This is an optimization exercise on Yosys and OpenROAD, whose aim is small area and a short achievable clock period, not a production implementation.
Function was checked by simulation only, so behaviour that the tests miss may differ from the original.
Power figures rest on the tool's default switching activity, not on a simulated workload.

## fpm
module fpm(
    input [32:1] a,
    input [32:1] b,
    input clk,
    input rst,
    input in_valid,
    output [32:1] c,
    output out_valid
    );
reg [2:0] vld;
always @(posedge clk)
    if (!rst)
        vld <= 0;
    else
        vld <= {vld[1:0], in_valid};
assign out_valid = vld[2];
wire one1;
wire two2;
wire neg3;
wire bp4;
wire bp5;
wire bp6;
wire bp7;
wire bp8;
wire bp9;
wire bp10;
wire bp11;
wire bp12;
wire bp13;
wire bp14;
wire bp15;
wire bp16;
wire bp17;
wire bp18;
wire bp19;
wire bp20;
wire bp21;
wire bp22;
wire bp23;
wire bp24;
wire bp25;
wire bp26;
wire bp27;
wire bp28;
wire nn29;
wire one30;
wire two31;
wire neg32;
wire bp33;
wire bp34;
wire bp35;
wire bp36;
wire bp37;
wire bp38;
wire bp39;
wire bp40;
wire bp41;
wire bp42;
wire bp43;
wire bp44;
wire bp45;
wire bp46;
wire bp47;
wire bp48;
wire bp49;
wire bp50;
wire bp51;
wire bp52;
wire bp53;
wire bp54;
wire bp55;
wire bp56;
wire bp57;
wire nn58;
wire one59;
wire two60;
wire neg61;
wire bp62;
wire bp63;
wire bp64;
wire bp65;
wire bp66;
wire bp67;
wire bp68;
wire bp69;
wire bp70;
wire bp71;
wire bp72;
wire bp73;
wire bp74;
wire bp75;
wire bp76;
wire bp77;
wire bp78;
wire bp79;
wire bp80;
wire bp81;
wire bp82;
wire bp83;
wire bp84;
wire bp85;
wire bp86;
wire nn87;
wire one88;
wire two89;
wire neg90;
wire bp91;
wire bp92;
wire bp93;
wire bp94;
wire bp95;
wire bp96;
wire bp97;
wire bp98;
wire bp99;
wire bp100;
wire bp101;
wire bp102;
wire bp103;
wire bp104;
wire bp105;
wire bp106;
wire bp107;
wire bp108;
wire bp109;
wire bp110;
wire bp111;
wire bp112;
wire bp113;
wire bp114;
wire bp115;
wire nn116;
wire one117;
wire two118;
wire neg119;
wire bp120;
wire bp121;
wire bp122;
wire bp123;
wire bp124;
wire bp125;
wire bp126;
wire bp127;
wire bp128;
wire bp129;
wire bp130;
wire bp131;
wire bp132;
wire bp133;
wire bp134;
wire bp135;
wire bp136;
wire bp137;
wire bp138;
wire bp139;
wire bp140;
wire bp141;
wire bp142;
wire bp143;
wire bp144;
wire nn145;
wire one146;
wire two147;
wire neg148;
wire bp149;
wire bp150;
  ...
clock: 5.0 ns
lec_check: 0
cap_margin: 50
core_margin: 2
core_utilization: 60
cts_buf_list: sky130_fd_sc_hd__clkbuf_8
cts_cluster_diameter: 50
cts_cluster_size: 18
gpl_routability_driven: 0
setup_slack_margin: 2.7
slew_margin: 70
synth_hierarchical: 1
synth_minimum_keep_size: 0
tns_end_percent: 0
standard.sh (not shown) runs the stock make flow with config.mk's settings and CLKGATE_MAP_FILE= SYNTH_SCRIPT=/design/flow/synth_recipe.tcl, a recipe that flattens the netlist after the stock synthesis.
==> flow/flow/run.sh <==
#!/bin/bash
set -euo pipefail
export BUFFER_PORTS_ARGS="-buffer_cell sky130_fd_sc_hd__buf_2"
bash standard.sh > standard.log 2>&1
==> next run, changes <==
- GPL_ROUTABILITY_DRIVEN: 0 -> unset
- SETUP_SLACK_MARGIN: 2.7 -> 2.5
- TNS_END_PERCENT: 0 -> 40
Effect: Critical path depth is higher by 2. Sequential share of layout area went down by 1.9 points. Combinational power came out higher by roughly a tenth. Via count came out higher by a few percent. Clock-buffer cell count goes down by 3. Routed wire length goes up by a little under a tenth. Non-clock buffer count rises by 113. Hold slack barely changes. First-iteration DRC count stays flat.
==> next run, changes <==
- CAP_MARGIN: 50 -> 20
- SETUP_SLACK_MARGIN: 2.5 -> 2.7
- SLEW_MARGIN: 70 -> 30
- TNS_END_PERCENT: 40 -> 0
=>
- sequential share of layout area rises by 2.0 points
- global-route usage falls by 0.85 points
- hold slack got worse by 0.0037 ns
- cell area falls by 8.6%
- clock skew falls by 0.012 ns
- area after synthesis does not change
==> next run, changes <==
--- a/flow/flow/run.sh
+++ b/flow/flow/run.sh
@@ -3,0 +4 @@
+export CTS_ARGS="-sink_clustering_enable -repair_clock_nets -buf_list sky130_fd_sc_hd__clkbuf_8 -sink_clustering_size 18 -sink_clustering_max_diameter 50 -dont_use_dummy_load"
- CAP_MARGIN: 20 -> 50
- SLEW_MARGIN: 30 -> 70
Result: The changed run completed without violations; sequential power hardly moves; first-iteration DRC count is lower by 32%; design area shrinks by 1.8%; via count went down by 2.5%; routed wire length drops by 4.1%.
==> next run, changes <==
==> flow/flow/run.sh (replaced) <==
#!/bin/bash
set -euo pipefail
export BUFFER_PORTS_ARGS="-buffer_cell sky130_fd_sc_hd__buf_2"
bash standard.sh > standard.log 2>&1
- CTS_BUF_LIST: sky130_fd_sc_hd__clkbuf_8 -> unset
- CTS_CLUSTER_DIAMETER: 50 -> unset
- CTS_CLUSTER_SIZE: 18 -> unset
After rerunning: The new run completed without violations; critical path depth grows by 1; wire length grows by a few percent; core utilization grows by 3.5 points; design area grows by a few percent; combinational power grows by a few percent; total power grows by roughly a tenth; sequential cell count does not change; maximum frequency grows slightly; area after synthesis is unchanged; setup slack gains 0.031 ns; count of clock-buffer cells in the layout grows by 5.
==> next run, changes <==
- CORE_UTILIZATION: 60 -> 45
- CTS_BUF_LIST: unset -> sky130_fd_sc_hd__clkbuf_8
- CTS_CLUSTER_DIAMETER: unset -> 50
- CTS_CLUSTER_SIZE: unset -> 18
Routed wire length increases slightly. Power goes down by a few percent. Area after synthesis does not change. Critical path depth stays the same. Hold slack barely changes. Setup slack gets worse by 0.055 ns.

==> afterwards: timing with drivers on the ports <==
No port has a modelled driver above. Below, the same layouts with a new extraction and two added sets of constraints. Step 1, drivers: a clkbuf_16 drives clk and a buf_2 each remaining input, both assumed. Step 2, shift: input delay + t, output delay - t, t = (earliest + latest rising clock arrival at the registers) / 2. This alone moves slack from input paths to output paths. Slacks: ideal / step 1 / step 2; pairs: ideal / step 1.
run	shift t [ns]	setup slack, ns	pins driven straight from the clock port
the first run	0.621	2.208 / 2.118 / 1.497	1
the second run	0.609	2.183 / 2.075 / 1.465	1
the third run	0.625	2.173 / 2.114 / 1.490	1
the fourth run	0.656	2.189 / 2.137 / 1.481	1
the fifth run	0.647	2.220 / 2.143 / 1.496	1
the sixth run	0.659	2.165 / 2.096 / 1.438	1
After both steps setup and hold are still met in every run listed. For the sixth run, which loses most, drivers alone change the setup slack by -0.069 ns; drivers and shift together by -0.727 ns.
